Source: an optimization exercise on an open RTL-to-GDS flow (aim: small area). Production flows keep margins and buffers that such runs may drop. Only simulation tests tie the RTL to the original design; equivalence was not proved. No run shown here takes its clock network from TritonCTS; it comes from the design's own scripts or RTL. The clock port is modelled as an ideal driver, which makes a skipped or thinned clock tree look cheaper than it is; a real chip needs a root buffer or a tree. Power and IR drop assume default switching activity.

### config.mk
export PLATFORM = sky130hd
export DESIGN_NAME = lab8
export DESIGN_NICKNAME = lab8
export VERILOG_FILES = /design/flow/design.v
export SDC_FILE = /design/flow/constraint.sdc
export NUM_CORES = 4
export LEC_CHECK = 0
export CAP_MARGIN = 20
export CORE_MARGIN = 2
export CORE_UTILIZATION = 60
export SLEW_MARGIN = 20
### constraint.sdc
create_clock -name core_clock -period 10.0 [get_ports {clk}]
set_input_delay 2.0000 -clock core_clock [delete_from_list [all_inputs] [get_ports {clk}]]
set_output_delay 2.0000 -clock core_clock [all_outputs]
set_load 0.01 [all_outputs]
### design.v
module lab8 (input logic [3:0] num,
        input [3:0] sel,
        input logic write, reset, clk, direction,
        output logic an0, an1, an2, an3, an4, an5, an6, an7,
        output logic segA, segB, segC, segD, segE, segF, segG);
logic [9:0] D;
always_ff @(posedge clk)
    if (reset) D <= '0;
    else       D <= D - 1'b1;
wire tick100 = (D[3:0] == 4'd0);
wire tick1   = tick100 & (D[9:4] == 6'd0);
logic [1:0] r3;
logic [2:0] r5, r7;
always_ff @(posedge clk)
    if (reset) begin
        r3 <= '0; r5 <= '0; r7 <= '0;
    end else if (tick100) begin
        r3 <= (r3 == 2'd2) ? 2'd0 : r3 + 1'b1;
        r5 <= (r5 == 3'd4) ? 3'd0 : r5 + 1'b1;
        r7 <= (r7 == 3'd6) ? 3'd0 : r7 + 1'b1;
    end
logic [3:0] C;
always_ff @(posedge clk)
    if (reset)      C <= '0;
    else if (tick1) C <= C + 1'b1;
wire [2:0] t8 = 3'd0 - D[6:4];                   
logic [2:0] m6;                                   
always_comb
    case ({r3, t8[0]})
        3'b000: m6 = 3'd0;
        3'b001: m6 = 3'd3;
        3'b010: m6 = 3'd4;
        3'b011: m6 = 3'd1;
        3'b100: m6 = 3'd2;
        3'b101: m6 = 3'd5;
        default: m6 = 3'd0;
    endcase
wire [2:0] u = reset ? 3'd0 : C[2:0] ^ {3{C[3]}};
wire s3 = (C[3] & ~reset) ^ direction;
logic [2:0] r;
always_comb
    case (u)
        3'd0: r = 3'd0;
        3'd1: r = {2'b0, t8[0]};
        3'd2: r = {1'b0, r3};
        3'd3: r = {1'b0, t8[1:0]};
        3'd4: r = r5;
        3'd5: r = m6;
        3'd6: r = r7;
        default: r = t8;
    endcase
wire [2:0] v = u - r;
logic [2:0] d, idx;
logic idx8;
always_comb
    if (write) begin
        d = sel[2:0]; idx = sel[2:0]; idx8 = sel[3];
    end else if (!s3) begin
        d = r; idx = v; idx8 = 1'b0;
    end else begin
        d = ~v; idx = 3'd0 - r; idx8 = (r == 3'd0);
    end
logic [3:0] h;
assign h = reset ? 4'd0 : (idx8 ? Q[8] : Q[idx]);
logic [6:0] seg;
always_comb
    case (h)
        4'h0: seg = 7'b0000001;
        4'h1: seg = 7'b1001111;
        4'h2: seg = 7'b0010010;
        4'h3: seg = 7'b0000110;
        4'h4: seg = 7'b1001100;
        4'h5: seg = 7'b0100100;
        4'h6: seg = 7'b0100000;
        4'h7: seg = 7'b0001111;
        4'h8: seg = 7'b0000000;
        4'h9: seg = 7'b0000100;
        4'hA: seg = 7'b0001000;
        4'hB: seg = 7'b1100000;
        4'hC: seg = 7'b0110001;
        4'hD: seg = 7'b1000010;
        4'hE: seg = 7'b0110000;
        default: seg = 7'b0111000;
    endcase
assign {segA, segB, segC, segD, segE, segF, segG} = seg;
wire [7:0] an = ~(8'd1 << d);
assign {an7, an6, an5, an4, an3, an2, an1, an0} = an;
logic [3:0] Q [0:8];
wire wr = tick100 & write;
wire [3:0] wdata = reset ? 4'd0 : num;
always_ff @(posedge clk) begin
    if (reset || (wr && !an[0] && !sel[3])) Q[0] <= wdata;
    for (int i = 1; i < 8; i++)
        if (reset || (wr && !an[i])) Q[i] <= wdata;
    if (reset || (wr && sel[3])) Q[8] <= wdata;
end
endmodule
### flow/run.sh
#!/bin/bash
# Own layout flow: the standard flow (standard.sh, ORFS) with
#  - synthesis through flow/synth.tcl (area-only ABC script, no adder
#    extraction, smallest drive strengths), registers unchanged;
#  - port buffers of the smallest buffer cell;
#  - a clock tree made by hand (clock.tcl): the clock port drives four
#    clock buffers, each driving a group of nearby flip-flops.
# Each step's full output goes to a log file in this folder.
set -euo pipefail
W=$(pwd)
export MYFLOW=$W/flow
sed "s#SYNTH_SCRIPT=[^ ]*#SYNTH_SCRIPT=$W/flow/synth.tcl#" standard.sh > own_standard.sh
grep -q "SYNTH_SCRIPT=$W/flow/synth.tcl" own_standard.sh
KNOBS=(
  "ADDER_MAP_FILE="
  "BUFFER_PORTS_ARGS=-buffer_cell sky130_fd_sc_hd__buf_1"
  "PRE_CTS_TCL=$W/flow/clock.tcl"
)
export MY_CLK_BUF=sky130_fd_sc_hd__clkbuf_8
export MY_CLK_GROUPS=4
bash own_standard.sh "${KNOBS[@]}" synth > log_synth.txt 2>&1
bash own_standard.sh "${KNOBS[@]}" floorplan > log_floorplan.txt 2>&1
bash own_standard.sh "${KNOBS[@]}" place > log_place.txt 2>&1
bash own_standard.sh "${KNOBS[@]}" cts > log_cts.txt 2>&1
bash own_standard.sh "${KNOBS[@]}" finish > log_finish.txt 2>&1
test -f out/final.def
### flow/area1.abc
strash; &get -n; &fraig -x; &put; dc2; dc2; dc2; &get -n; &dch -f; &nf -R 1000; &put
### flow/area2.abc
strash; &get -n; &fraig -x; &put; dc2; dc2; dc2; &get -n; &dch -f; &nf -p -R 1000; &put
### flow/area3.abc
strash; &get -n; &fraig -x; &put; dc2; resub -K 8 -N 2; dc2; resub -K 10 -N 2; dc2; &get -n; &dch -f; &nf -R 1000; &put
### flow/area4.abc
strash; dch -f; map -a; topo; strash; dch -f; map -a; topo
### flow/area5.abc
strash; balance; resub -K 6; rewrite; resub -K 6 -N 2; refactor; resub -K 8; balance; resub -K 8 -N 2; rewrite; resub -K 10; rewrite -z; resub -K 10 -N 2; balance; resub -K 12; refactor -z; resub -K 12 -N 2; rewrite -z; balance; dch -f; map -a; topo
### flow/area6.abc
strash; dc2; dc2; dch -f; map -a; topo
### flow/area7.abc
strash; &get -n; &fraig -x; &put; dc2; resub -K 8 -N 2; dc2; resub -K 10 -N 2; dc2; resub -K 12 -N 2; dc2; &get -n; &dch -f; &nf -R 1000; &put
### flow/area8.abc
strash; &get -n; &fraig -x; &put; dc2; resub -K 8 -N 2; dc2; resub -K 10 -N 2; dc2; dch -f; map -a; topo
### flow/area9.abc
strash; balance; resub -K 6; rewrite; resub -K 6 -N 2; refactor; resub -K 8; balance; resub -K 8 -N 2; rewrite; resub -K 10; rewrite -z; resub -K 10 -N 2; balance; resub -K 12; refactor -z; resub -K 12 -N 2; rewrite -z; balance; &get -n; &dch -f; &nf -R 1000; &put
### flow/clock.tcl
# PRE_CTS_TCL hook: the clock tree by hand. The clock port drives
# MY_CLK_GROUPS buffers of type MY_CLK_BUF, each placed at the centre of a
# group of nearby flip-flops and driving their clock pins (groups by k-means
# on the flip-flops' places). TritonCTS is then skipped; the rest of ORFS's
# CTS step (placement legalisation, timing repair) runs as usual.
set db [ord::get_db]
set block [ord::get_db_block]
set master [$db findMaster $::env(MY_CLK_BUF)]
set k $::env(MY_CLK_GROUPS)
set clknet [[$block findBTerm clk] getNet]
set sinks {}
foreach it [$clknet getITerms] {
    set loc [[$it getInst] getLocation]
    lappend sinks [list $it [lindex $loc 0] [lindex $loc 1]]
}
set sinks [lsort -real -index 1 $sinks]
set n [llength $sinks]
# start: k groups by x order, then k-means
set centres {}
for {set g 0} {$g < $k} {incr g} {
    set s [lindex $sinks [expr {int(($g + 0.5) * $n / $k)}]]
    lappend centres [list [lindex $s 1] [lindex $s 2]]
}
for {set iter 0} {$iter < 20} {incr iter} {
    set members {}
    for {set g 0} {$g < $k} {incr g} { lappend members {} }
    foreach s $sinks {
        set best 0
        set bd 1e30
        for {set g 0} {$g < $k} {incr g} {
            set c [lindex $centres $g]
            set d [expr {abs([lindex $s 1] - [lindex $c 0]) + abs([lindex $s 2] - [lindex $c 1])}]
            if {$d < $bd} { set bd $d; set best $g }
        }
        lset members $best [concat [lindex $members $best] [list $s]]
    }
    set centres {}
    for {set g 0} {$g < $k} {incr g} {
        set sx 0.0; set sy 0.0; set m [llength [lindex $members $g]]
        foreach s [lindex $members $g] { set sx [expr {$sx + [lindex $s 1]}]; set sy [expr {$sy + [lindex $s 2]}] }
        if {$m > 0} { lappend centres [list [expr {$sx / $m}] [expr {$sy / $m}]] } else { lappend centres {0 0} }
    }
}
for {set g 0} {$g < $k} {incr g} {
    set ms [lindex $members $g]
    if {[llength $ms] == 0} { continue }
    set inst [odb::dbInst_create $block $master "clkbuf_own_$g"]
    set net [odb::dbNet_create $block "clknet_own_$g"]
    $net setSigType CLOCK
    [$inst findITerm A] connect $clknet
    [$inst findITerm X] connect $net
    foreach s $ms {
        set it [lindex $s 0]
        $it disconnect
        $it connect $net
    }
    set c [lindex $centres $g]
    $inst setLocation [expr {int([lindex $c 0])}] [expr {int([lindex $c 1])}]
    $inst setPlacementStatus PLACED
    puts "clock buffer clkbuf_own_$g drives [llength $ms] flip-flops"
}
$clknet setSigType CLOCK
global_connect
rename clock_tree_synthesis ""
proc clock_tree_synthesis {args} {
    puts "TritonCTS skipped: clock tree made by hand in clock.tcl"
    set_propagated_clock [all_clocks]
}
### flow/downsize.tcl
chtype -map sky130_fd_sc_hd__a2111o_2 sky130_fd_sc_hd__a2111o_1
chtype -map sky130_fd_sc_hd__a2111o_4 sky130_fd_sc_hd__a2111o_1
chtype -map sky130_fd_sc_hd__a2111oi_1 sky130_fd_sc_hd__a2111oi_0
chtype -map sky130_fd_sc_hd__a2111oi_2 sky130_fd_sc_hd__a2111oi_0
chtype -map sky130_fd_sc_hd__a2111oi_4 sky130_fd_sc_hd__a2111oi_0
chtype -map sky130_fd_sc_hd__a211o_2 sky130_fd_sc_hd__a211o_1
chtype -map sky130_fd_sc_hd__a211o_4 sky130_fd_sc_hd__a211o_1
chtype -map sky130_fd_sc_hd__a211oi_2 sky130_fd_sc_hd__a211oi_1
chtype -map sky130_fd_sc_hd__a211oi_4 sky130_fd_sc_hd__a211oi_1
chtype -map sky130_fd_sc_hd__a21bo_4 sky130_fd_sc_hd__a21bo_1
chtype -map sky130_fd_sc_hd__a21boi_2 sky130_fd_sc_hd__a21boi_0
chtype -map sky130_fd_sc_hd__a21boi_4 sky130_fd_sc_hd__a21boi_0
chtype -map sky130_fd_sc_hd__a21o_2 sky130_fd_sc_hd__a21o_1
chtype -map sky130_fd_sc_hd__a21o_4 sky130_fd_sc_hd__a21o_1
chtype -map sky130_fd_sc_hd__a21oi_2 sky130_fd_sc_hd__a21oi_1
chtype -map sky130_fd_sc_hd__a21oi_4 sky130_fd_sc_hd__a21oi_1
chtype -map sky130_fd_sc_hd__a221o_2 sky130_fd_sc_hd__a221o_1
chtype -map sky130_fd_sc_hd__a221o_4 sky130_fd_sc_hd__a221o_1
chtype -map sky130_fd_sc_hd__a221oi_2 sky130_fd_sc_hd__a221oi_1
chtype -map sky130_fd_sc_hd__a221oi_4 sky130_fd_sc_hd__a221oi_1
chtype -map sky130_fd_sc_hd__a22o_2 sky130_fd_sc_hd__a22o_1
chtype -map sky130_fd_sc_hd__a22o_4 sky130_fd_sc_hd__a22o_1
chtype -map sky130_fd_sc_hd__a22oi_2 sky130_fd_sc_hd__a22oi_1
chtype -map sky130_fd_sc_hd__a22oi_4 sky130_fd_sc_hd__a22oi_1
chtype -map sky130_fd_sc_hd__a2bb2o_2 sky130_fd_sc_hd__a2bb2o_1
chtype -map sky130_fd_sc_hd__a2bb2o_4 sky130_fd_sc_hd__a2bb2o_1
chtype -map sky130_fd_sc_hd__a2bb2oi_2 sky130_fd_sc_hd__a2bb2oi_1
chtype -map sky130_fd_sc_hd__a2bb2oi_4 sky130_fd_sc_hd__a2bb2oi_1
chtype -map sky130_fd_sc_hd__a311o_2 sky130_fd_sc_hd__a311o_1
chtype -map sky130_fd_sc_hd__a311o_4 sky130_fd_sc_hd__a311o_1
chtype -map sky130_fd_sc_hd__a311oi_2 sky130_fd_sc_hd__a311oi_1
chtype -map sky130_fd_sc_hd__a311oi_4 sky130_fd_sc_hd__a311oi_1
chtype -map sky130_fd_sc_hd__a31o_4 sky130_fd_sc_hd__a31o_1
chtype -map sky130_fd_sc_hd__a31oi_2 sky130_fd_sc_hd__a31oi_1
chtype -map sky130_fd_sc_hd__a31oi_4 sky130_fd_sc_hd__a31oi_1
chtype -map sky130_fd_sc_hd__a32o_2 sky130_fd_sc_hd__a32o_1
chtype -map sky130_fd_sc_hd__a32o_4 sky130_fd_sc_hd__a32o_1
chtype -map sky130_fd_sc_hd__a32oi_2 sky130_fd_sc_hd__a32oi_1
chtype -map sky130_fd_sc_hd__a32oi_4 sky130_fd_sc_hd__a32oi_1
chtype -map sky130_fd_sc_hd__a41o_2 sky130_fd_sc_hd__a41o_1
chtype -map sky130_fd_sc_hd__a41o_4 sky130_fd_sc_hd__a41o_1
chtype -map sky130_fd_sc_hd__a41oi_2 sky130_fd_sc_hd__a41oi_1
chtype -map sky130_fd_sc_hd__a41oi_4 sky130_fd_sc_hd__a41oi_1
chtype -map sky130_fd_sc_hd__and2_2 sky130_fd_sc_hd__and2_0
chtype -map sky130_fd_sc_hd__and2_4 sky130_fd_sc_hd__and2_0
chtype -map sky130_fd_sc_hd__and2b_2 sky130_fd_sc_hd__and2b_1
chtype -map sky130_fd_sc_hd__and2b_4 sky130_fd_sc_hd__and2b_1
chtype -map sky130_fd_sc_hd__and3_2 sky130_fd_sc_hd__and3_1
chtype -map sky130_fd_sc_hd__and3_4 sky130_fd_sc_hd__and3_1
chtype -map sky130_fd_sc_hd__and3b_2 sky130_fd_sc_hd__and3b_1
chtype -map sky130_fd_sc_hd__and3b_4 sky130_fd_sc_hd__and3b_1
chtype -map sky130_fd_sc_hd__and4_2 sky130_fd_sc_hd__and4_1
chtype -map sky130_fd_sc_hd__and4_4 sky130_fd_sc_hd__and4_1
chtype -map sky130_fd_sc_hd__and4b_2 sky130_fd_sc_hd__and4b_1
chtype -map sky130_fd_sc_hd__and4b_4 sky130_fd_sc_hd__and4b_1
chtype -map sky130_fd_sc_hd__and4bb_4 sky130_fd_sc_hd__and4bb_1
chtype -map sky130_fd_sc_hd__fa_2 sky130_fd_sc_hd__fa_1
chtype -map sky130_fd_sc_hd__fa_4 sky130_fd_sc_hd__fa_1
chtype -map sky130_fd_sc_hd__ha_2 sky130_fd_sc_hd__ha_1
chtype -map sky130_fd_sc_hd__ha_4 sky130_fd_sc_hd__ha_1
chtype -map sky130_fd_sc_hd__inv_4 sky130_fd_sc_hd__inv_1
chtype -map sky130_fd_sc_hd__inv_6 sky130_fd_sc_hd__inv_1
chtype -map sky130_fd_sc_hd__inv_8 sky130_fd_sc_hd__inv_1
chtype -map sky130_fd_sc_hd__inv_12 sky130_fd_sc_hd__inv_1
chtype -map sky130_fd_sc_hd__inv_16 sky130_fd_sc_hd__inv_1
chtype -map sky130_fd_sc_hd__maj3_2 sky130_fd_sc_hd__maj3_1
chtype -map sky130_fd_sc_hd__maj3_4 sky130_fd_sc_hd__maj3_1
chtype -map sky130_fd_sc_hd__mux2_4 sky130_fd_sc_hd__mux2_1
chtype -map sky130_fd_sc_hd__mux2_8 sky130_fd_sc_hd__mux2_1
chtype -map sky130_fd_sc_hd__mux2i_2 sky130_fd_sc_hd__mux2i_1
chtype -map sky130_fd_sc_hd__mux2i_4 sky130_fd_sc_hd__mux2i_1
chtype -map sky130_fd_sc_hd__mux4_4 sky130_fd_sc_hd__mux4_2
chtype -map sky130_fd_sc_hd__mux4_1 sky130_fd_sc_hd__mux4_2
chtype -map sky130_fd_sc_hd__nand2_2 sky130_fd_sc_hd__nand2_1
chtype -map sky130_fd_sc_hd__nand2_4 sky130_fd_sc_hd__nand2_1
chtype -map sky130_fd_sc_hd__nand2_8 sky130_fd_sc_hd__nand2_1
chtype -map sky130_fd_sc_hd__nand2b_2 sky130_fd_sc_hd__nand2b_1
chtype -map sky130_fd_sc_hd__nand2b_4 sky130_fd_sc_hd__nand2b_1
chtype -map sky130_fd_sc_hd__nand3_2 sky130_fd_sc_hd__nand3_1
chtype -map sky130_fd_sc_hd__nand3_4 sky130_fd_sc_hd__nand3_1
chtype -map sky130_fd_sc_hd__nand3b_2 sky130_fd_sc_hd__nand3b_1
chtype -map sky130_fd_sc_hd__nand3b_4 sky130_fd_sc_hd__nand3b_1
chtype -map sky130_fd_sc_hd__nand4_2 sky130_fd_sc_hd__nand4_1
chtype -map sky130_fd_sc_hd__nand4_4 sky130_fd_sc_hd__nand4_1
chtype -map sky130_fd_sc_hd__nand4b_2 sky130_fd_sc_hd__nand4b_1
chtype -map sky130_fd_sc_hd__nand4b_4 sky130_fd_sc_hd__nand4b_1
chtype -map sky130_fd_sc_hd__nand4bb_2 sky130_fd_sc_hd__nand4bb_1
chtype -map sky130_fd_sc_hd__nand4bb_4 sky130_fd_sc_hd__nand4bb_1
chtype -map sky130_fd_sc_hd__nor2_2 sky130_fd_sc_hd__nor2_1
chtype -map sky130_fd_sc_hd__nor2_4 sky130_fd_sc_hd__nor2_1
chtype -map sky130_fd_sc_hd__nor2_8 sky130_fd_sc_hd__nor2_1
chtype -map sky130_fd_sc_hd__nor2b_2 sky130_fd_sc_hd__nor2b_1
chtype -map sky130_fd_sc_hd__nor2b_4 sky130_fd_sc_hd__nor2b_1
chtype -map sky130_fd_sc_hd__nor3_2 sky130_fd_sc_hd__nor3_1
chtype -map sky130_fd_sc_hd__nor3_4 sky130_fd_sc_hd__nor3_1
chtype -map sky130_fd_sc_hd__nor3b_2 sky130_fd_sc_hd__nor3b_1
chtype -map sky130_fd_sc_hd__nor3b_4 sky130_fd_sc_hd__nor3b_1
chtype -map sky130_fd_sc_hd__nor4_2 sky130_fd_sc_hd__nor4_1
chtype -map sky130_fd_sc_hd__nor4_4 sky130_fd_sc_hd__nor4_1
chtype -map sky130_fd_sc_hd__nor4b_2 sky130_fd_sc_hd__nor4b_1
chtype -map sky130_fd_sc_hd__nor4b_4 sky130_fd_sc_hd__nor4b_1
chtype -map sky130_fd_sc_hd__nor4bb_2 sky130_fd_sc_hd__nor4bb_1
chtype -map sky130_fd_sc_hd__nor4bb_4 sky130_fd_sc_hd__nor4bb_1
chtype -map sky130_fd_sc_hd__o2111a_2 sky130_fd_sc_hd__o2111a_1
chtype -map sky130_fd_sc_hd__o2111a_4 sky130_fd_sc_hd__o2111a_1
chtype -map sky130_fd_sc_hd__o2111ai_2 sky130_fd_sc_hd__o2111ai_1
chtype -map sky130_fd_sc_hd__o2111ai_4 sky130_fd_sc_hd__o2111ai_1
chtype -map sky130_fd_sc_hd__o211a_4 sky130_fd_sc_hd__o211a_1
chtype -map sky130_fd_sc_hd__o211ai_2 sky130_fd_sc_hd__o211ai_1
chtype -map sky130_fd_sc_hd__o211ai_4 sky130_fd_sc_hd__o211ai_1
chtype -map sky130_fd_sc_hd__o21a_2 sky130_fd_sc_hd__o21a_1
chtype -map sky130_fd_sc_hd__o21a_4 sky130_fd_sc_hd__o21a_1
chtype -map sky130_fd_sc_hd__o21ai_2 sky130_fd_sc_hd__o21ai_0
chtype -map sky130_fd_sc_hd__o21ai_4 sky130_fd_sc_hd__o21ai_0
chtype -map sky130_fd_sc_hd__o21ba_4 sky130_fd_sc_hd__o21ba_1
chtype -map sky130_fd_sc_hd__o21bai_2 sky130_fd_sc_hd__o21bai_1
chtype -map sky130_fd_sc_hd__o21bai_4 sky130_fd_sc_hd__o21bai_1
chtype -map sky130_fd_sc_hd__o221a_4 sky130_fd_sc_hd__o221a_1
chtype -map sky130_fd_sc_hd__o221ai_2 sky130_fd_sc_hd__o221ai_1
chtype -map sky130_fd_sc_hd__o221ai_4 sky130_fd_sc_hd__o221ai_1
chtype -map sky130_fd_sc_hd__o22a_2 sky130_fd_sc_hd__o22a_1
chtype -map sky130_fd_sc_hd__o22a_4 sky130_fd_sc_hd__o22a_1
chtype -map sky130_fd_sc_hd__o22ai_2 sky130_fd_sc_hd__o22ai_1
chtype -map sky130_fd_sc_hd__o22ai_4 sky130_fd_sc_hd__o22ai_1
chtype -map sky130_fd_sc_hd__o2bb2a_2 sky130_fd_sc_hd__o2bb2a_1
chtype -map sky130_fd_sc_hd__o2bb2a_4 sky130_fd_sc_hd__o2bb2a_1
chtype -map sky130_fd_sc_hd__o2bb2ai_2 sky130_fd_sc_hd__o2bb2ai_1
chtype -map sky130_fd_sc_hd__o2bb2ai_4 sky130_fd_sc_hd__o2bb2ai_1
chtype -map sky130_fd_sc_hd__o311a_2 sky130_fd_sc_hd__o311a_1
chtype -map sky130_fd_sc_hd__o311a_4 sky130_fd_sc_hd__o311a_1
chtype -map sky130_fd_sc_hd__o311ai_2 sky130_fd_sc_hd__o311ai_0
chtype -map sky130_fd_sc_hd__o311ai_4 sky130_fd_sc_hd__o311ai_0
chtype -map sky130_fd_sc_hd__o31a_2 sky130_fd_sc_hd__o31a_1
chtype -map sky130_fd_sc_hd__o31a_4 sky130_fd_sc_hd__o31a_1
chtype -map sky130_fd_sc_hd__o31ai_2 sky130_fd_sc_hd__o31ai_1
chtype -map sky130_fd_sc_hd__o31ai_4 sky130_fd_sc_hd__o31ai_1
chtype -map sky130_fd_sc_hd__o32a_2 sky130_fd_sc_hd__o32a_1
chtype -map sky130_fd_sc_hd__o32a_4 sky130_fd_sc_hd__o32a_1
chtype -map sky130_fd_sc_hd__o32ai_2 sky130_fd_sc_hd__o32ai_1
chtype -map sky130_fd_sc_hd__o32ai_4 sky130_fd_sc_hd__o32ai_1
chtype -map sky130_fd_sc_hd__o41a_2 sky130_fd_sc_hd__o41a_1
chtype -map sky130_fd_sc_hd__o41a_4 sky130_fd_sc_hd__o41a_1
chtype -map sky130_fd_sc_hd__o41ai_2 sky130_fd_sc_hd__o41ai_1
chtype -map sky130_fd_sc_hd__o41ai_4 sky130_fd_sc_hd__o41ai_1
chtype -map sky130_fd_sc_hd__or2_4 sky130_fd_sc_hd__or2_0
chtype -map sky130_fd_sc_hd__or2b_2 sky130_fd_sc_hd__or2b_1
chtype -map sky130_fd_sc_hd__or2b_4 sky130_fd_sc_hd__or2b_1
chtype -map sky130_fd_sc_hd__or3_2 sky130_fd_sc_hd__or3_1
chtype -map sky130_fd_sc_hd__or3_4 sky130_fd_sc_hd__or3_1
chtype -map sky130_fd_sc_hd__or3b_4 sky130_fd_sc_hd__or3b_1
chtype -map sky130_fd_sc_hd__or4_2 sky130_fd_sc_hd__or4_1
chtype -map sky130_fd_sc_hd__or4_4 sky130_fd_sc_hd__or4_1
chtype -map sky130_fd_sc_hd__or4b_4 sky130_fd_sc_hd__or4b_1
chtype -map sky130_fd_sc_hd__or4bb_2 sky130_fd_sc_hd__or4bb_1
chtype -map sky130_fd_sc_hd__or4bb_4 sky130_fd_sc_hd__or4bb_1
chtype -map sky130_fd_sc_hd__sdlclkp_2 sky130_fd_sc_hd__sdlclkp_1
chtype -map sky130_fd_sc_hd__sdlclkp_4 sky130_fd_sc_hd__sdlclkp_1
chtype -map sky130_fd_sc_hd__xnor2_2 sky130_fd_sc_hd__xnor2_1
chtype -map sky130_fd_sc_hd__xnor2_4 sky130_fd_sc_hd__xnor2_1
chtype -map sky130_fd_sc_hd__xnor3_2 sky130_fd_sc_hd__xnor3_1
chtype -map sky130_fd_sc_hd__xnor3_4 sky130_fd_sc_hd__xnor3_1
chtype -map sky130_fd_sc_hd__xor2_2 sky130_fd_sc_hd__xor2_1
chtype -map sky130_fd_sc_hd__xor2_4 sky130_fd_sc_hd__xor2_1
chtype -map sky130_fd_sc_hd__xor3_2 sky130_fd_sc_hd__xor3_1
chtype -map sky130_fd_sc_hd__xor3_4 sky130_fd_sc_hd__xor3_1
### flow/synth.tcl
proc abc {args} {
    # ORFS hands ABC the clock period in ns where ABC reads ps; give it the
    # period in ps so that the mapping aims at area, not at an unreachable delay.
    set i [lsearch -exact $args -D]
    if {$i >= 0} {
        set args [lreplace $args $i [expr {$i + 1}] -D [expr {int(1000 * ([info exists ::env(FLOW_PERIOD_NS)] ? $::env(FLOW_PERIOD_NS) : 10))}]]
    }
    set i [lsearch -exact $args -script]
    set args [lreplace $args $i [expr {$i + 1}]]
    set lib [string trim $::env(LIB_FILES)]
    # Map with each area script in turn and keep the smallest result.
    yosys design -save pre_abc
    set best ""
    set best_area 1e18
    foreach script [lsort [glob $::env(MYFLOW)/area*.abc]] {
        yosys design -load pre_abc
        yosys abc -script $script {*}$args
        set st [yosys tee -q -s result.string stat -liberty $lib]
        if {[regexp {Chip area for module[^:]*:\s*([0-9.]+)} $st -> area]} {
            puts "ABC script [file tail $script]: area $area"
            if {$area < $best_area} {
                set best_area $area
                set best $script
            }
        }
    }
    puts "ABC script chosen: [file tail $best] (area $best_area)"
    yosys design -load pre_abc
    yosys abc -script $best {*}$args
}
source $::env(MYFLOW)/../synth_recipe.tcl
source $::env(MYFLOW)/downsize.tcl
opt_clean -purge
tee -o $::env(REPORTS_DIR)/synth_stat_own.txt stat -liberty [string trim $::env(LIB_FILES)]
# left out here: write 1_2_yosys.v
### standard.sh
#!/bin/bash
# synth_recipe.tcl (not shown) runs the flow's synth.tcl, then flattens the netlist and writes it again
# the make line also repeats each setting of config.mk as NAME=value (left out here)
make -C /OpenROAD-flow-scripts/flow DESIGN_CONFIG=/design/flow/config.mk WORK_HOME=/design/flow/orfs CLKGATE_MAP_FILE= SYNTH_SCRIPT=/design/flow/synth_recipe.tcl "${@:-finish}"
==> qor.csv, run 1 <==
stage,metric,value,unit
yosys,Post-Syn Area,0.00275,mm2
clock_tree,Worst-Skew Late Latency,0.15,ns
layout,Area Growth Syn to Fin,8.73,%
power,static leakage,1.02,nW
layout,Final nets,319,
layout,Final Util,0.683,
floorplanning,I/O Pins,27,
placed_design,Setup WS pre-CTS,1.62,ns
routing,Highest Signal Layer,met4,
timing,slew at the pin closest to its max-slew limit,0.760,ns
clock_tree,"Hold-fix buffers, CTS",0,
layout,layout cells sized above 1,0.0230,
clock_tree,# resized after CTS,0,
layout,ant diodes,0,
timing,Final Worst Setup Slack,1.54,ns
yosys,Ys Warns,2,
critical_path,worst endpoint required time,8.00,ns
timing,final setup skew,0.0351,ns
run_status,outcome,"complete, no violations",
placed_design,Inst Count DP,353,
timing,Slew HR,0.491,
yosys,Post-Synthesis Cells,272,
yosys,Yosys top cell area share,0.393,
placed_design,Port Buffers,26,
yosys,top post-synthesis cells by area,"edfxtp_1 39%, dfxtp_1 16%, nand2_1 4.9%",
placed_design,global placement routability congestion,0.993,
routing,post-route ant nets,0,
yosys,"area leader, netlist",edfxtp_1,
critical_path,Worst Setup Start Kind,input pin,
routing,WL per Instance,15.7,um
routing,Via density,6.01,
yosys,post-synthesis sequential area ratio,0.553,
critical_path,Crit Path Max Fanout,26,
layout,register area,0.00152,mm2
routing,total number of vias,2145,
timing,Max Fclk,118,MHz
yosys,Syn Area/Cell,10.1,um2
timing,Min Hold Slack,0.472,ns
clock_tree,clock-pin slew on the worst setup and hold paths,0.10,ns
floorplanning,die area,0.00515,mm2
floorplanning,num rows,24,
flow_run,MaxCap Viol Count,0,
placed_design,Area after DPL,0.00294,mm2
floorplanning,Starting Density,0.628,
floorplanning,Die Height,71.7,um
floorplanning,Die X,71.7,um
min_path,Hold WC Path Type,reg -> reg,
timing,final period utilization,0.846,
timing,crit path time final,8.46,ns
timing,"Hold Vio Cnt, Final",0,
yosys,Mapped Nets,284,
routing,met1 WL,2470,um
timing,RSZ-0062 raised after global routing,false,
routing,met3 WL post-DR,194,um
routing,1st-iter DRT viols,124,
timing,max-slew violation count,0,
routing,DR WL met2,2830,um
routing,drt total wl,5590,um
placed_design,detailed placement HPWL,4320,um
critical_path,CP Capture Type,primary output,
global_route,total gr overflow,0,
critical_path,Crit Path Category,in -> out,
layout,most frequent cells in the layout,"36 x edfxtp_1, 36 x nand2_1, 30 x nor2_1",
floorplanning,Core ar.,0.00438,mm2
yosys,Seq cells post-synth,58,
global_route,largest net degree at the start of global routing,27,
power,worst vdd ir,0.120,mV
routing,Pre-antenna DRT Iters,4,
yosys,Yosys cell types,35,
layout,Filler cells,359,
layout,fin area,0.00299,mm2
power,total power,489,uW
clock_tree,Post-CTS Setup Bufs,0,
power,pwr/cell area,163,mW/mm2
layout,Final Non-Filler Cells,357,
timing,final setup fails,0,
timing,Setup TNS,0,ns
global_route,first-pass GRT wire length,9290,um
global_route,Total GRT Usage,0.222,
global_route,initial antenna violation count,0,
routing,# DRC,0,
critical_path,"Data arrival, critical path",6.46,ns
global_route,number of global-route vias before repair,1961,
layout,area of the multi-input gates,0.00122,mm2
[worst paths after layout]
kind	start	to	slack, ns	depth (start not counted)
setup / recovery	reset	segD	1.54	19
hold reg to reg	D[0]	D[0]	0.47	1
hold / removal	D[0]	D[0]	0.47	1
setup reg to reg	C[3]	Q[6][0]	6.27	13
[cells in the mapped netlist]
cell type and count:
edfxtp_1 36, nand2_1 36, nor2_1 30, dfxtp_1 22, o21ai_0 21, a21oi_1 14, nor2b_1 13, xnor2_1 9
a22oi_1 8, nand2b_1 7, nor3_1 7, xor2_1 7, a211oi_1 5, a31oi_1 5, o21a_1 5, a222oi_1 4
and2_0 4, or2_0 4, and3_1 3, nand3_1 3, nor3b_1 3, nor4_1 3, o211ai_1 3, o221ai_1 3
o31ai_1 3, a221oi_1 2, a31o_1 2, clkinv_1 2, o22a_1 2, a211o_1 1, and4_1 1, nand4_1 1
o22ai_1 1, o32ai_1 1, or3_1 1
[sequential cells by signal, indices dropped and copies added, names as in the netlist]
| register | cells |
|---|---|
| D | 10 |
| C | 4 |
| r7 | 3 |
| r5 | 3 |
| r3 | 2 |
| Q | 36 |
[power by group]
part	internal, mW	total [mW]	leakage (nW)	switching (mW)
clock	0.0368	0.0902	0.0288	0.0534
sequential	0.279	0.296	0.548	0.0172
combinational	0.0400	0.103	0.446	0.0629
[routing by layer]
layer | up-vias | global-route usage
li1 | 1091 | -
met2 | 50 | 0.414
met1 | 991 | 0.293
met3 | 13 | 0.00985
met4 | 0 | 0.0335
met5 | - | 0
[kinds of logic (layout without fill, tap and decap cells)]
logic type | Yosys count | in the layout | share of synthesized area
AND/OR/NAND/NOR | 116 | 116 | 0.201
buffers and inverters | 2 | 35 | 0.00273
AO/OA/AOI/OAI | 80 | 80 | 0.192
XOR/XNOR | 16 | 16 | 0.0509
flip-flops | 58 | 58 | 0.553
[worst max-delay path: stages]
cell	delay (ns)
buf_1	0.10
buf_4	0.28
or2_0	0.24
nor3_1	0.10
a221oi_1	0.31
nand2_1	0.18
o21ai_0	0.28
o22ai_1	0.13
xnor2_1	0.16
o21ai_0	0.56
nor3b_1	0.49
a222oi_1	0.16
a31o_1	0.22
a31oi_1	0.35
clkinv_1	0.21
o21ai_0	0.25
nand3_1	0.13
o221ai_1	0.14
buf_1	0.18
[cell type report]
type / count / area share
Buffer: 4 / 0.0184
Inverter: 2 / 0.00251
Multi-Input combinational cell: 212 / 0.409
Sequential cell: 58 / 0.508
Tap cell: 52 / 0.0217
Timing Repair Buffer: 29 / 0.0401
==> run 2: changes to the inputs <==
--- a/design.v
+++ b/design.v
@@ -5,8 +5,8 @@
         output logic segA, segB, segC, segD, segE, segF, segG);
-logic [9:0] D;
+logic [9:0] E;
 always_ff @(posedge clk)
-    if (reset) D <= '0;
-    else       D <= D - 1'b1;
-wire tick100 = (D[3:0] == 4'd0);
-wire tick1   = tick100 & (D[9:4] == 6'd0);
+    if (reset) E <= 10'b1111110000;
+    else       E <= E - 1'b1;
+wire tick100 = (E[3:0] == 4'd0);
+wire tick1   = tick100 & (E[9:4] == 6'b111111);
 logic [1:0] r3;
@@ -25,3 +25,4 @@
     else if (tick1) C <= C + 1'b1;
-wire [2:0] t8 = 3'd0 - D[6:4];                   
+logic [3:0] Q [0:8];
+wire [2:0] t8 = ~E[6:4];                         
 logic [2:0] m6;                                   
@@ -62,4 +63,3 @@
     end
-logic [3:0] h;
-assign h = reset ? 4'd0 : (idx8 ? Q[8] : Q[idx]);
+wire [3:0] h = reset ? 4'd0 : (idx8 ? Q[8] : Q[{1'b0, idx}]);
 logic [6:0] seg;
@@ -87,3 +87,2 @@
 assign {an7, an6, an5, an4, an3, an2, an1, an0} = an;
-logic [3:0] Q [0:8];
 wire wr = tick100 & write;
--- a/config.mk
+++ b/config.mk
@@ -10,2 +10,3 @@
 export CORE_UTILIZATION = 60
+export GPL_TIMING_DRIVEN = 0
 export SLEW_MARGIN = 20
==> run 2 against run 1 <==
Still clean. Maximum frequency fell by 8.5%. Combinational power fell by 14%. Clock skew rose by 0.0043 ns. First-iteration DRC count rose by 97%. Clock power rose by 2%. Sequential power fell by 3%. Area after synthesis fell by 0.91%. Sequential share of layout area rose by 0.78 points. Critical endpoint unchanged. Highest routed layer unchanged.
==> qor.csv, run 2 <==
stage,metric,value,unit,change
yosys,cell with the most instances after synthesis,nand2_1,,
yosys,Ys Warns,2,,unchanged
routing,Via density,6.15,,was 6.01
timing,"Hold Vio Cnt, Final",0,,unchanged
layout,max reg flops,36,,unchanged
floorplanning,Starting Density,0.626,,was 0.628
min_path,hold_sp,E[0],,was D[0]
power,Reg power frac,0.613,,was 0.605
yosys,Syn Area/Cell,10.0,um2,was 10.1 um2
power,worst vdd ir,0.114,mV,was 0.120 mV
timing,Final Worst Setup Slack,0.749,ns,was 1.54 ns
global_route,largest net degree at the start of global routing,25,,was 27
clock_tree,"Hold-fix buffers, CTS",0,,unchanged
floorplanning,Die X,71.4,um,was 71.7 um
power,total power,466,uW,was 489 uW
floorplanning,Core ar.,0.00435,mm2,was 0.00438 mm2
critical_path,Critical R2R Launch,C[3],,unchanged
power,Pint,341,uW,was 356 uW
global_route,Total GRT Usage,0.239,,was 0.222
timing,final setup fails,0,,unchanged
yosys,"EDFF count, synth",36,,unchanged
power,pwr/cell area,158,mW/mm2,was 163 mW/mm2
run_status,outcome,"complete, no violations",,unchanged
critical_path,"Data arrival, critical path",7.25,ns,was 6.46 ns
clock_tree,Post-CTS Setup Bufs,0,,unchanged
routing,total number of vias,2176,,was 2145
layout,"commonest non-fill, non-tap cell in the layout",nand2_1,,
layout,Top reg by flops,Q,,unchanged
yosys,"area leader, netlist",edfxtp_1,,unchanged
placed_design,Setup WS pre-CTS,-0.317,ns,was 1.62 ns
critical_path,Worst Setup Start Kind,input pin,,unchanged
layout,Final Non-Filler Cells,354,,was 357
timing,max-slew violation count,0,,unchanged
routing,WL per Instance,16.5,um,was 15.7 um
yosys,Yosys top cell area share,0.396,,was 0.393
timing,crit path time final,9.25,ns,was 8.46 ns
layout,ant diodes,0,,unchanged
power,switching share of power,0.269,,was 0.273
critical_path,CP most frequent cell,nand2_1,,was o21ai_0
yosys,Post-Synthesis Cells,272,,unchanged
yosys,Yosys cell types,38,,was 35
critical_path,CP max stage delay,0.51,ns,was 0.56 ns
layout,biggest registers after layout,"Q: 36 flops, E: 10 flops, C: 4 flops",,"was Q: 36 flops, D: 10 flops, C: 4 flops"
placed_design,Inst Count DP,350,,was 353
critical_path,cell family with most CP delay,compound AO/OA/AOI/OAI gates,,unchanged
timing,Slew HR,0.355,,was 0.491
critical_path,Crit Path Category,in -> out,,unchanged
floorplanning,num rows,24,,unchanged
yosys,async set-reset flop share out of synthesis,0,,unchanged
timing,slew at the pin closest to its max-slew limit,0.964,ns,was 0.760 ns
placed_design,Port Buffers,26,,unchanged
layout,Final nets,316,,was 319
layout,layout cells sized above 1,0.0199,,was 0.0230
yosys,post-synthesis sequential area ratio,0.558,,was 0.553
routing,1st-iter DRT viols,244,,was 124
yosys,top post-synthesis cells by area,"edfxtp_1 40%, dfxtp_1 16%, nand2_1 5.5%",,"was edfxtp_1 39%, dfxtp_1 16%, nand2_1 4.9%"
critical_path,launch point of the worst path,reset,,unchanged
power,Net Sw Power,126,uW,was 133 uW
power,Clock Power Share,0.198,,was 0.184
layout,most frequent cells in the layout,"40 x nand2_1, 36 x edfxtp_1, 25 x buf_1",,"was 36 x edfxtp_1, 36 x nand2_1, 30 x nor2_1"
critical_path,crit-path cells,"clkbuf_2, clkinv_2, nand2_1, nor2_1, a32oi_1, nand2_1, a21oi_1, o31ai_1, or3_1, nand2_1, o21ai_0, xor2_1, o21ai_1, nor3b_1, a22oi_1, a41o_1, a31oi_1, clkinv_1, and2_0, or2_0, a31oi_1, o21ai_0, buf_1",,"was buf_1, buf_4, or2_0, nor3_1, a221oi_1, nand2_1, o21ai_0, o22ai_1, xnor2_1, o21ai_0, nor3b_1, a222oi_1, a31o_1, a31oi_1, clkinv_1, o21ai_0, nand3_1, o221ai_1, buf_1"
floorplanning,I/O Pins,27,,unchanged
global_route,total gr overflow,0,,unchanged
global_route,number of global-route vias before repair,2038,,was 1961
placed_design,global placement routability congestion,0.886,,was 0.993
clock_tree,clock-pin slew on the worst setup and hold paths,0.11,ns,was 0.10 ns
clock_tree,Worst-Skew Late Latency,0.17,ns,was 0.15 ns
routing,# DRC,0,,unchanged
critical_path,worst endpoint required time,8.00,ns,about the same
routing,drt total wl,5840,um,was 5590 um
power,static leakage,1.03,nW,was 1.02 nW
timing,RSZ-0062 raised after global routing,false,,unchanged
yosys,Main synth FF type,edfxtp_1,,unchanged
critical_path,Buf/Inv on CP,4,,unchanged
yosys,Commonest cells post-synth,"40 x nand2_1, 36 x edfxtp_1, 25 x o21ai_0",,"was 36 x edfxtp_1, 36 x nand2_1, 30 x nor2_1"
placed_design,detailed placement HPWL,4390,um,was 4320 um
critical_path,CP Capture Type,primary output,,unchanged
flow_run,MaxCap Viol Count,0,,unchanged
critical_path,Crit Path Max Fanout,24,,was 26
routing,Pre-antenna DRT Iters,7,,was 4
min_path,Hold WC Path Type,reg -> reg,,unchanged
layout,Area Growth Syn to Fin,8.07,%,was 8.73%
timing,final period utilization,0.925,,was 0.846
critical_path,Reg2Reg Setup Slack,6.25,ns,was 6.27 ns
timing,Max Fclk,108,MHz,was 118 MHz
global_route,initial antenna violation count,0,,unchanged
global_route,first-pass GRT wire length,9830,um,was 9290 um
yosys,Seq cells post-synth,58,,unchanged
routing,post-route ant nets,0,,unchanged
yosys,Mapped Nets,284,,unchanged
power,logic gate share of total power,0.189,,was 0.210
floorplanning,die area,0.00510,mm2,was 0.00515 mm2
critical_path,CP max stage cell,nor3b_1,,was o21ai_0
yosys,Post-Syn Area,0.00273,mm2,was 0.00275 mm2
timing,final setup skew,0.0394,ns,was 0.0351 ns
floorplanning,Die Height,71.4,um,was 71.7 um
## run 2: cell families (layout without fill, tap and decap cells)
| kind of cell | count (synthesis) | count (layout) | synth area share |
|---|---|---|---|
| xor gates and xnor gates | 11 | 11 | 0.0353 |
| and+or+nand+nor | 118 | 118 | 0.208 |
| buffers and inverters | 5 | 35 | 0.00688 |
| DFF | 58 | 58 | 0.558 |
| AOI/OAI and AO/OA | 80 | 80 | 0.192 |
## run 2: power by group through the flow
stage	logic [mW]	registers, mW	clock network [mW]
finish	0.0882	0.286	0.0921
global route	0.0999	0.288	0.100
CTS	0.0884	0.286	0.0933
detailed placement	0.0879	0.291	0
global placement	0.0858	0.291	0
floorplan	0.0630	0.287	0
## run 2: metal layers
metal  part of all wire  up-vias  global-route usage
met2               0.49       52               0.422
met4             0.0096        0              0.0314
met3              0.048        5              0.0197
met1               0.45     1016               0.334
met5                  0        -                   0
li1                   -     1103                   -
## run 2: final timing paths
kind / endpoint / cells after the start
hold reg to reg: E[0] / 1
setup reg to reg: Q[2][0] / 15
setup / recovery: segD / 23
hold / removal: E[0] / 1
## run 2: stage by stage
step	setup TNS (ns)	instance area [um2]	utilization	hold slack, ns
floorplan	0	2730	-	0.428
global placement	-1.13	2890	0.664	0.440
detailed placement	-1.10	2890	0.664	0.448
CTS	0	2950	0.678	0.476
global route	0	2950	0.677	0.508
finish	0	2950	0.677	0.472
## run 2: layout make-up
type                            instances  area (um2)
Buffer                                  4        55.1
Fill cell                             330        1410
Inverter                                5        20.0
Multi-Input combinational cell        209        1190
Sequential cell                        58        1520
Tap cell                               52        65.1
Timing Repair Buffer                   26        98.8
## run 2: timing repair
action / in CTS / in global routing
hold endpoints to repair: 0 / 0
gates cloned: 0 / 0
gates resized for setup: 2 / 2
endpoints found under the setup margin: 7 / 7
==> run 3: changes to the inputs <==
--- a/flow/run.sh
+++ b/flow/run.sh
@@ -19,3 +19,3 @@
 export MY_CLK_BUF=sky130_fd_sc_hd__clkbuf_8
-export MY_CLK_GROUPS=4
+export MY_CLK_GROUPS=3
 bash own_standard.sh "${KNOBS[@]}" synth > log_synth.txt 2>&1
--- a/config.mk
+++ b/config.mk
@@ -9,3 +9,3 @@
 export CORE_MARGIN = 2
-export CORE_UTILIZATION = 60
+export CORE_UTILIZATION = 75
 export GPL_TIMING_DRIVEN = 0
==> run 3 against run 2 <==
Combinational power up 3.3%. First-iteration DRC count up 15%. Hold slack worse by 0.0058 ns. Sequential power about the same. Design area down 0.72%. Global-route usage up 6.3 points. Utilization up 18 points. Maximum frequency down 1.6%. Worst setup slack worse by 0.15 ns. Via count up 6.3%. Sequential cell count unchanged. Routed wire length up 3.7%.
==> qor.csv, run 3 <==
stage,metric,value,unit,change
global_route,total gr overflow,0,,unchanged
flow_run,MaxCap Viol Count,0,,unchanged
yosys,post-synthesis sequential area ratio,0.558,,unchanged
timing,slew at the pin closest to its max-slew limit,1.07,ns,was 0.964 ns
floorplanning,die area,0.00414,mm2,was 0.00510 mm2
clock_tree,Worst-Skew Late Latency,0.17,ns,about the same
routing,total number of vias,2313,,was 2176
timing,Min Hold Slack,0.466,ns,was 0.472 ns
routing,post-route ant nets,0,,unchanged
clock_tree,"Hold-fix buffers, CTS",0,,unchanged
floorplanning,num rows,21,,was 24
yosys,Yosys cell types,38,,unchanged
critical_path,cell family with most CP delay,compound AO/OA/AOI/OAI gates,,unchanged
critical_path,"Data arrival, critical path",7.40,ns,was 7.25 ns
layout,Top reg by flops,Q,,unchanged
layout,Filler cells,200,,was 330
critical_path,Worst Setup Start Kind,input pin,,unchanged
layout,most frequent cells in the layout,"40 x nand2_1, 36 x edfxtp_1, 25 x buf_1",,unchanged
floorplanning,Core ar.,0.00342,mm2,was 0.00435 mm2
timing,final setup skew,0.0118,ns,was 0.0394 ns
yosys,Seq cells post-synth,58,,unchanged
power,worst vdd ir,0.147,mV,was 0.114 mV
routing,1st-iter DRT viols,281,,was 244
yosys,"area leader, netlist",edfxtp_1,,unchanged
global_route,Total GRT Usage,0.302,,was 0.239
power,Pint,332,uW,was 341 uW
floorplanning,Starting Density,0.799,,was 0.626
timing,Final Worst Setup Slack,0.597,ns,was 0.749 ns
critical_path,CP Capture Type,primary output,,unchanged
layout,Area Growth Syn to Fin,7.29,%,was 8.07%
timing,RSZ-0062 raised after global routing,false,,unchanged
layout,fin area,0.00293,mm2,was 0.00295 mm2
floorplanning,Die Height,64.3,um,was 71.4 um
layout,biggest registers after layout,"Q: 36 flops, E: 10 flops, C: 4 flops",,unchanged
yosys,Main synth FF type,edfxtp_1,,unchanged
yosys,Mapped Nets,284,,unchanged
yosys,Ys Warns,2,,unchanged
power,static leakage,1.02,nW,was 1.03 nW
global_route,initial antenna violation count,0,,unchanged
timing,final setup fails,0,,unchanged
power,Clock Power Share,0.178,,was 0.198
critical_path,CP max stage cell,nor3b_1,,unchanged
yosys,Commonest cells post-synth,"40 x nand2_1, 36 x edfxtp_1, 25 x o21ai_0",,unchanged
power,logic gate share of total power,0.199,,was 0.189
layout,Final Non-Filler Cells,347,,was 354
yosys,Yosys top cell area share,0.396,,unchanged
placed_design,Inst Count DP,344,,was 350
layout,Final nets,315,,was 316
power,pwr/cell area,157,mW/mm2,was 158 mW/mm2
yosys,"EDFF count, synth",36,,unchanged
routing,Via density,6.67,,was 6.15
global_route,first-pass GRT wire length,9780,um,was 9830 um
power,Reg power frac,0.623,,was 0.613
yosys,async set-reset flop share out of synthesis,0,,unchanged
timing,"Hold Vio Cnt, Final",0,,unchanged
yosys,Post-Syn Area,0.00273,mm2,unchanged
timing,Slew HR,0.285,,was 0.355
timing,max-slew violation count,0,,unchanged
layout,Final Util,0.857,,was 0.677
routing,WL per Instance,17.5,um,was 16.5 um
layout,ant diodes,0,,unchanged
placed_design,Area after DPL,0.00288,mm2,was 0.00289 mm2
timing,crit path time final,9.40,ns,was 9.25 ns
layout,register area,0.00152,mm2,unchanged
min_path,Hold WC Path Type,reg -> reg,,unchanged
yosys,Post-Synthesis Cells,272,,unchanged
yosys,cell with the most instances after synthesis,nand2_1,,unchanged
placed_design,detailed placement HPWL,4420,um,was 4390 um
layout,"commonest non-fill, non-tap cell in the layout",nand2_1,,unchanged
critical_path,crit-path cells,"clkbuf_2, clkinv_2, nand2_1, nor2_1, a32oi_1, nand2_1, a21oi_1, o31ai_1, or3_1, nand2_1, o21ai_0, xor2_1, o21ai_1, nor3b_1, a22oi_1, a41o_1, a31oi_1, clkinv_1, and2_0, or2_0, a31oi_1, o21ai_0, buf_1",,unchanged
clock_tree,clock-pin slew on the worst setup and hold paths,0.11,ns,about the same
critical_path,Buf/Inv on CP,4,,unchanged
routing,drt total wl,6060,um,was 5840 um
run_status,outcome,"complete, no violations",,unchanged
critical_path,Crit Path Category,in -> out,,unchanged
critical_path,Crit Path Max Fanout,24,,unchanged
critical_path,CP max stage delay,0.57,ns,was 0.51 ns
timing,Max Fclk,106,MHz,was 108 MHz
routing,Pre-antenna DRT Iters,8,,was 7
critical_path,CP most frequent cell,nand2_1,,unchanged
critical_path,worst endpoint required time,8.00,ns,about the same
routing,# DRC,0,,unchanged
placed_design,global placement routability congestion,0.943,,was 0.886
layout,max reg flops,36,,unchanged
global_route,largest net degree at the start of global routing,25,,unchanged
timing,Setup TNS,0,ns,unchanged
timing,final period utilization,0.940,,was 0.925
power,Net Sw Power,127,uW,was 126 uW
layout,layout cells sized above 1,0.0166,,was 0.0199
placed_design,Port Buffers,26,,unchanged
yosys,Syn Area/Cell,10.0,um2,unchanged
yosys,top post-synthesis cells by area,"edfxtp_1 40%, dfxtp_1 16%, nand2_1 5.5%",,unchanged
floorplanning,Die X,64.3,um,was 71.4 um
power,switching share of power,0.276,,was 0.269
placed_design,Setup WS pre-CTS,-0.428,ns,was -0.317 ns
global_route,number of global-route vias before repair,2074,,was 2038
power,total power,458,uW,was 466 uW
floorplanning,I/O Pins,27,,unchanged
layout,area of the multi-input gates,0.00119,mm2,unchanged
## run 3: layout make-up
class                           count  area share
Timing Repair Buffer               26      0.0338
Inverter                            5     0.00684
Multi-Input combinational cell    209       0.406
Tap cell                           46      0.0197
Buffer                              3      0.0141
Sequential cell                    58       0.520
## run 3: power by group through the flow
stage	logic [mW]	clock network [mW]	registers, mW
finish	0.0911	0.0816	0.286
global route	0.100	0.0906	0.288
CTS	0.0899	0.0813	0.286
detailed placement	0.0891	0	0.291
global placement	0.0842	0	0.290
floorplan	0.0630	0	0.287
## run 3: routing by layer
metal	up-vias	GRT usage	wire, um
met5	-	0	0
met4	0	0.0372	75
met3	12	0.0176	435
met2	111	0.570	3170
met1	1099	0.393	2380
li1	1091	-	-
## run 3: worst register-to-register path: cells and delay by family (launching register included)
family | cells | cell delay, ns
simple gates | 6 | 0.97
xor+xnor | 2 | 0.61
compound gates | 5 | 1.29
buf+inv | 1 | 0.08
flops | 1 | 0.50
## run 3: repair_timing
action,CTS,global route
setup buffers,0,0
setup endpoints to repair,7,7
gates resized for setup,2,2
## run 3: kinds of logic (layout without fill, tap and decap cells)
logic type | Yosys count | after routing | synth area share
xor+xnor | 11 | 11 | 0.0353
flops | 58 | 58 | 0.558
simple gates | 118 | 118 | 0.208
buf+inv | 5 | 34 | 0.00688
compound gates | 80 | 80 | 0.192
## run 3: worst paths after layout
path | endpoint | start | depth (start not counted) | slack, ns
setup reg to reg | Q[1][3] | C[3] | 14 | 6.21
hold / removal | E[0] | E[0] | 1 | 0.47
setup / recovery | segD | reset | 23 | 0.60
hold reg to reg | E[0] | E[0] | 1 | 0.47
==> run 4: changes to the inputs <==
--- a/flow/run.sh
+++ b/flow/run.sh
@@ -5,3 +5,3 @@
 #  - port buffers of the smallest buffer cell;
-#  - a clock tree made by hand (clock.tcl): the clock port drives four
+#  - a clock tree made by hand (clock.tcl): the clock port drives three
 #    clock buffers, each driving a group of nearby flip-flops.
==> run 4 against run 3 <==
Via count unchanged. First-iteration DRC count unchanged. Sequential share of layout area unchanged. Critical path depth did not move. Critical path type unchanged. Combinational power about the same. Worst setup slack stayed put. Utilization unchanged. Sequential cell count is the same.
==> qor.csv, run 4 <==
stage,metric,value,unit,change
routing,1st-iter DRT viols,281,,unchanged
clock_tree,Post-CTS Setup Bufs,0,,unchanged
floorplanning,Core ar.,0.00342,mm2,unchanged
routing,drt total wl,6060,um,unchanged
timing,Max Fclk,106,MHz,unchanged
layout,fin area,0.00293,mm2,unchanged
yosys,post-synthesis sequential area ratio,0.558,,unchanged
global_route,number of global-route vias before repair,2074,,unchanged
routing,# DRC,0,,unchanged
timing,final setup skew,0.0118,ns,unchanged
layout,most frequent cells in the layout,"40 x nand2_1, 36 x edfxtp_1, 25 x buf_1",,unchanged
timing,"Hold Vio Cnt, Final",0,,unchanged
min_path,Hold WC Path Type,reg -> reg,,unchanged
yosys,"area leader, netlist",edfxtp_1,,unchanged
routing,total number of vias,2313,,unchanged
global_route,total gr overflow,0,,unchanged
power,Reg power frac,0.623,,about the same
yosys,Yosys top cell area share,0.396,,unchanged
layout,Final nets,315,,unchanged
power,logic gate share of total power,0.199,,about the same
yosys,Yosys cell types,38,,unchanged
critical_path,"Data arrival, critical path",7.40,ns,about the same
yosys,Syn Area/Cell,10.0,um2,unchanged
yosys,top post-synthesis cells by area,"edfxtp_1 40%, dfxtp_1 16%, nand2_1 5.5%",,unchanged
timing,crit path time final,9.40,ns,unchanged
timing,RSZ-0062 raised after global routing,false,,unchanged
clock_tree,clock-pin slew on the worst setup and hold paths,0.11,ns,about the same
floorplanning,Starting Density,0.799,,unchanged
timing,final period utilization,0.940,,unchanged
yosys,Post-Syn Area,0.00273,mm2,unchanged
placed_design,Area after DPL,0.00288,mm2,unchanged
floorplanning,Die X,64.3,um,unchanged
routing,WL per Instance,17.5,um,unchanged
layout,biggest registers after layout,"Q: 36 flops, E: 10 flops, C: 4 flops",,unchanged
layout,Area Growth Syn to Fin,7.29,%,unchanged
power,Net Sw Power,127,uW,unchanged
global_route,first-pass GRT wire length,9780,um,unchanged
timing,max-slew violation count,0,,unchanged
critical_path,CP Capture Type,primary output,,unchanged
global_route,initial antenna violation count,0,,unchanged
critical_path,Crit Path Category,in -> out,,unchanged
timing,Slew HR,0.285,,unchanged
flow_run,MaxCap Viol Count,0,,unchanged
power,switching share of power,0.276,,unchanged
yosys,Mapped Nets,284,,unchanged
placed_design,detailed placement HPWL,4420,um,unchanged
yosys,Commonest cells post-synth,"40 x nand2_1, 36 x edfxtp_1, 25 x o21ai_0",,unchanged
routing,post-route ant nets,0,,unchanged
layout,Final Util,0.857,,unchanged
run_status,outcome,"complete, no violations",,unchanged
floorplanning,Die Height,64.3,um,unchanged
critical_path,Crit Path Max Fanout,24,,unchanged
global_route,Total GRT Usage,0.302,,unchanged
layout,layout cells sized above 1,0.0166,,unchanged
power,static leakage,1.02,nW,unchanged
critical_path,worst endpoint required time,8.00,ns,about the same
timing,final setup fails,0,,unchanged
critical_path,Worst Setup Start Kind,input pin,,unchanged
yosys,async set-reset flop share out of synthesis,0,,unchanged
power,Clock Power Share,0.178,,about the same
power,Pint,332,uW,unchanged
yosys,cell with the most instances after synthesis,nand2_1,,unchanged
yosys,Main synth FF type,edfxtp_1,,unchanged
layout,ant diodes,0,,unchanged
yosys,Ys Warns,2,,unchanged
layout,"commonest non-fill, non-tap cell in the layout",nand2_1,,unchanged
routing,Via density,6.67,,unchanged
global_route,largest net degree at the start of global routing,25,,unchanged
layout,Top reg by flops,Q,,unchanged
timing,slew at the pin closest to its max-slew limit,1.07,ns,unchanged
power,worst vdd ir,0.147,mV,unchanged
clock_tree,"Hold-fix buffers, CTS",0,,unchanged
clock_tree,Worst-Skew Late Latency,0.17,ns,about the same
placed_design,Port Buffers,26,,unchanged
yosys,"EDFF count, synth",36,,unchanged
yosys,Seq cells post-synth,58,,unchanged
floorplanning,num rows,21,,unchanged
floorplanning,I/O Pins,27,,unchanged
power,pwr/cell area,157,mW/mm2,unchanged
floorplanning,die area,0.00414,mm2,unchanged
placed_design,global placement routability congestion,0.943,,unchanged
layout,max reg flops,36,,unchanged
routing,Pre-antenna DRT Iters,8,,unchanged
yosys,Post-Synthesis Cells,272,,unchanged
run 4: cell counts after synthesis:
Identical to the previous run, type by type.
run 4: layout make-up:
cell class	count	area (um2)
Buffer	3	41.3
Fill cell	200	489
Inverter	5	20.0
Multi-Input combinational cell	209	1190
Sequential cell	58	1520
Tap cell	46	57.6
Timing Repair Buffer	26	98.8
run 4: final timing paths:
kind	from	to	slack, ns	depth (start not counted)
worst min register to register	E[0]	E[0]	0.47	1
worst min-delay path	E[0]	E[0]	0.47	1
worst max register to register	C[3]	Q[1][3]	6.21	14
worst max-delay path	reset	segD	0.60	23
run 4: kinds of logic (layout without fill, tap and decap cells):
group	count (synthesis)	count (layout)	share of synthesized area
XOR/XNOR	11	11	0.0353
AO/OA/AOI/OAI	80	80	0.192
buffers and inverters	5	34	0.00688
AND/OR/NAND/NOR	118	118	0.208
flip-flops	58	58	0.558
run 4: repair_timing:
item	CTS	global route
endpoints found under the hold margin	0	0
endpoints found under the setup margin	7	7
resized for setup	2	2
run 4: power groups by stage:
stage | sequential [mW] | combinational [mW] | clock (mW)
5_1_grt | 0.288 | 0.100 | 0.0906
6_report | 0.286 | 0.0911 | 0.0816
3_5_place_dp | 0.291 | 0.0891 | 0
2_1_floorplan | 0.287 | 0.0630 | 0
4_1_cts | 0.286 | 0.0899 | 0.0813
3_3_place_gp | 0.290 | 0.0842 | 0
run 4: stage by stage:
step / total power [mW] / worst slack, ns / hold slack [ns] / std cells / TNS (ns)
3_5_place_dp: 0.380 / -0.428 / 0.448 / 344 / -1.87
2_1_floorplan: 0.350 / 1.88 / 0.428 / 272 / 0
5_1_grt: 0.479 / 0.0325 / 0.497 / 347 / 0
3_3_place_gp: 0.374 / -0.190 / 0.438 / 344 / -0.513
6_report: 0.458 / 0.597 / 0.466 / 347 / 0
4_1_cts: 0.457 / 0.00657 / 0.474 / 347 / 0
run 4: worst max-delay path, stage by stage:
cell      delay, ns
clkbuf_2       0.39
clkinv_2       0.39
nand2_1        0.26
nor2_1         0.07
a32oi_1        0.21
nand2_1        0.09
a21oi_1        0.12
o31ai_1        0.15
or3_1          0.36
nand2_1        0.11
o21ai_0        0.09
xor2_1         0.18
o21ai_1        0.45
nor3b_1        0.57
a22oi_1        0.15
a41o_1         0.31
a31oi_1        0.33
clkinv_1       0.20
and2_0         0.24
or2_0          0.26
a31oi_1        0.18
o21ai_0        0.11
buf_1          0.16
run 4: routing by layer:
metal	GRT usage	part of all wire	vias to the layer above
met5	0	0	-
met4	0.0372	0.012	0
met3	0.0176	0.072	12
met2	0.570	0.52	111
met1	0.393	0.39	1099
li1	-	-	1091
==> run 5: changes to the inputs <==
--- a/flow/run.sh
+++ b/flow/run.sh
@@ -5,3 +5,3 @@
 #  - port buffers of the smallest buffer cell;
-#  - a clock tree made by hand (clock.tcl): the clock port drives three
+#  - a clock tree made by hand (clock.tcl): the clock port drives four
 #    clock buffers, each driving a group of nearby flip-flops.
@@ -19,3 +19,3 @@
 export MY_CLK_BUF=sky130_fd_sc_hd__clkbuf_8
-export MY_CLK_GROUPS=3
+export MY_CLK_GROUPS=4
 bash own_standard.sh "${KNOBS[@]}" synth > log_synth.txt 2>&1
==> flow/area10.abc (new file) <==
strash; &get -n; &fraig -x; &put; dc2; resub -K 8 -N 2; dc2; resub -K 10 -N 2; dc2; resub -K 12 -N 2; dc2; dch -f; amap; topo
==> flow/area11.abc (new file) <==
strash; &get -n; &fraig -x; &put; dc2; resub -K 8 -N 2; dc2; resub -K 10 -N 2; dc2; resub -K 12 -N 2; dc2; dch -f; amap -F 10 -A 30; topo
==> flow/area12.abc (new file) <==
strash; &get -n; &fraig -x; &put; dc2; resub -K 8 -N 2; dc2; resub -K 10 -N 2; dc2; resub -K 12 -N 2; dc2; &get -n; &dch -f; &nf -R 1000; &put; &get -n; &dch -f; &nf -R 1000; &put
==> flow/area13.abc (new file) <==
strash; &get -n; &fraig -x; &put; dc2; resub -K 8 -N 2; dc2; resub -K 10 -N 2; dc2; resub -K 12 -N 2; dc2; &get -n; &dch -f; &nf -R 2000 -E 100; &put
==> run 5 against run 4 <==
Critical path depth increased by 5. Utilization decreased by 0.11 points. Combinational power decreased by 8.8%. Hold slack got worse by 0.016 ns. Via count increased by 1.8%. Routed wire length increased by 3.3%. Register-to-register slack got worse by 0.45 ns. Sequential power decreased by 2%. Critical endpoint is now segF. Highest routed layer unchanged.
==> qor.csv, run 5 <==
stage,metric,value,unit,change
run_status,outcome,"complete, no violations",,unchanged
global_route,number of global-route vias before repair,2263,,was 2074
timing,Slew HR,0.410,,was 0.285
critical_path,CP max stage cell,a222oi_1,,was nor3b_1
power,static leakage,0.945,nW,was 1.02 nW
layout,"commonest non-fill, non-tap cell in the layout",nor2_1,,was nand2_1
critical_path,"Data arrival, critical path",7.37,ns,was 7.40 ns
critical_path,CP Capture Type,primary output,,unchanged
min_path,hold depth,1,,unchanged
routing,Via density,6.62,,was 6.67
power,worst vdd ir,0.136,mV,was 0.147 mV
floorplanning,Starting Density,0.793,,was 0.799
timing,Max Fclk,107,MHz,was 106 MHz
routing,post-route ant nets,0,,unchanged
flow_run,MaxCap Viol Count,0,,unchanged
layout,ant diodes,0,,unchanged
yosys,Yosys cell types,31,,was 38
routing,total number of vias,2355,,was 2313
global_route,initial antenna violation count,0,,unchanged
critical_path,worst endpoint required time,8.00,ns,about the same
timing,final setup fails,0,,unchanged
routing,# DRC,0,,unchanged
layout,max reg flops,36,,unchanged
timing,final period utilization,0.937,,was 0.940
routing,Pre-antenna DRT Iters,5,,was 8
timing,"Hold Vio Cnt, Final",0,,unchanged
min_path,Hold WC Path Type,reg -> reg,,unchanged
critical_path,Crit Path Category,in -> out,,unchanged
timing,Setup TNS,0,ns,unchanged
yosys,Post-Synthesis Cells,280,,was 272
yosys,Yosys top cell area share,0.402,,was 0.396
layout,Final nets,324,,was 315
layout,biggest registers after layout,"Q: 36 flops, E: 10 flops, C: 4 flops",,unchanged
timing,max-slew violation count,0,,unchanged
yosys,Ys Warns,2,,unchanged
yosys,async set-reset flop share out of synthesis,0,,unchanged
global_route,total gr overflow,0,,unchanged
critical_path,Worst Reg-to-Reg Cells,12,,was 14
min_path,hold_sp,E[0],,unchanged
yosys,Mapped Nets,292,,was 284
floorplanning,Die X,63.9,um,was 64.3 um
min_path,Hold Path Sink,E[0],,unchanged
layout,most frequent cells in the layout,"38 x nor2_1, 36 x edfxtp_1, 30 x clkinv_1",,"was 40 x nand2_1, 36 x edfxtp_1, 25 x buf_1"
placed_design,Port Buffers,26,,unchanged
placed_design,global placement routability congestion,0.897,,was 0.943
timing,crit path time final,9.37,ns,was 9.40 ns
layout,Filler cells,178,,was 200
floorplanning,num rows,21,,unchanged
critical_path,Crit Path Max Fanout,23,,was 24
yosys,Syn Area/Cell,9.60,um2,was 10.0 um2
yosys,cell with the most instances after synthesis,nor2_1,,was nand2_1
floorplanning,I/O Pins,27,,unchanged
timing,final setup skew,0.00215,ns,was 0.0118 ns
global_route,largest net degree at the start of global routing,24,,was 25
floorplanning,Die Height,63.9,um,was 64.3 um
clock_tree,"Hold-fix buffers, CTS",0,,unchanged
global_route,Total GRT Usage,0.324,,was 0.302
yosys,"EDFF count, synth",36,,unchanged
yosys,post-synthesis sequential area ratio,0.566,,was 0.558
clock_tree,Worst-Skew Late Latency,0.15,ns,was 0.17 ns
routing,drt total wl,6260,um,was 6060 um
global_route,first-pass GRT wire length,10400,um,was 9780 um
critical_path,Critical R2R Launch,C[3],,unchanged
critical_path,Worst R2R End,Q[0][0],,was Q[1][3]
clock_tree,clock-pin slew on the worst setup and hold paths,0.09,ns,was 0.11 ns
critical_path,Worst Setup Start Kind,input pin,,unchanged
floorplanning,die area,0.00408,mm2,was 0.00414 mm2
yosys,"area leader, netlist",edfxtp_1,,unchanged
placed_design,detailed placement HPWL,4620,um,was 4420 um
yosys,Main synth FF type,edfxtp_1,,unchanged
yosys,Post-Syn Area,0.00269,mm2,was 0.00273 mm2
run 5: cell count changes after synthesis, moves of 6 or more:
| cell | delta |
|---|---|
| clkinv_1 | +26 |
| nand2_1 | -17 |
| nor2_1 | +17 |
| a22oi_1 | -6 |
| and2_0 | -6 |
| and3_1 | -6 |
| o211ai_1 | +6 |
| o22ai_1 | +6 |
| xor2_1 | -6 |
run 5: layout make-up:
cell class	instances	area, um2	area share
Buffer	4	55.1	0.0190
Inverter	31	118	0.0406
Sequential cell	58	1520	0.525
Tap cell	46	57.6	0.0198
Timing Repair Buffer	26	98.8	0.0341
Multi-Input combinational cell	191	1050	0.362
run 5: worst max-delay path by stage:
stage	from	end	slack (ns)	depth (start not counted)
2_1_floorplan	reset	segF	2.02	26
6_report	reset	segF	0.63	28
3_3_place_gp	reset	segF	0.08	28
5_1_grt	reset	segF	0.06	28
3_5_place_dp	reset	segF	-0.06	28
4_1_cts	reset	segF	0.23	28
run 5: kinds of logic (layout without fill, tap and decap cells):
family	after synthesis	count (layout)	share of synthesized area
AOI/OAI and AO/OA	96	96	0.235
buffers and inverters	31	61	0.0433
DFF	58	58	0.566
and+or+nand+nor	95	95	0.155
run 5: repair_timing:
action | in CTS | in global routing
endpoints found under the setup margin | 1 | 7
resized for setup | 1 | 2
pin swaps | 0 | 0
setup buffers | 0 | 0
run 5: critical path, delay by kind of cell:
family / cells / cell delay (ns)
buffers and inverters: 8 / 1.70
AND/OR/NAND/NOR: 10 / 1.72
AO/OA/AOI/OAI: 10 / 1.95
run 5: power by group:
part | total [mW] | internal, mW | switching, mW | leakage, nW
logic | 0.0831 | 0.0249 | 0.0582 | 0.369
registers | 0.281 | 0.272 | 0.00900 | 0.548
clock network | 0.0919 | 0.0369 | 0.0551 | 0.0288
run 5: per-stage QoR:
step | setup WS [ns] | hold slack, ns | area [um2] | util | instances
3_5_place_dp | -0.0588 | 0.435 | 2840 | 0.839 | 352
4_1_cts | 0.229 | 0.451 | 2900 | 0.855 | 356
6_report | 0.627 | 0.450 | 2900 | 0.856 | 356
5_1_grt | 0.0617 | 0.472 | 2900 | 0.856 | 356
3_3_place_gp | 0.0846 | 0.421 | 2840 | 0.839 | 352
2_1_floorplan | 2.02 | 0.410 | 2690 | - | 280
run 5: routing by layer:
layer	vias to the layer above	wire (um)	GRT usage
met5	-	0	0
met2	129	3250	0.578
li1	1105	-	-
met3	26	400	0.0176
met4	0	229	0.109
met1	1095	2380	0.423

Check on run 5: ideal ports give 0.627 ns setup slack; a clkbuf_16 on the clock port and buf_2 on the inputs give 0.605 ns; moving port delays by the midpoint clock arrival (0.202 ns) as well gives 0.605 ns.
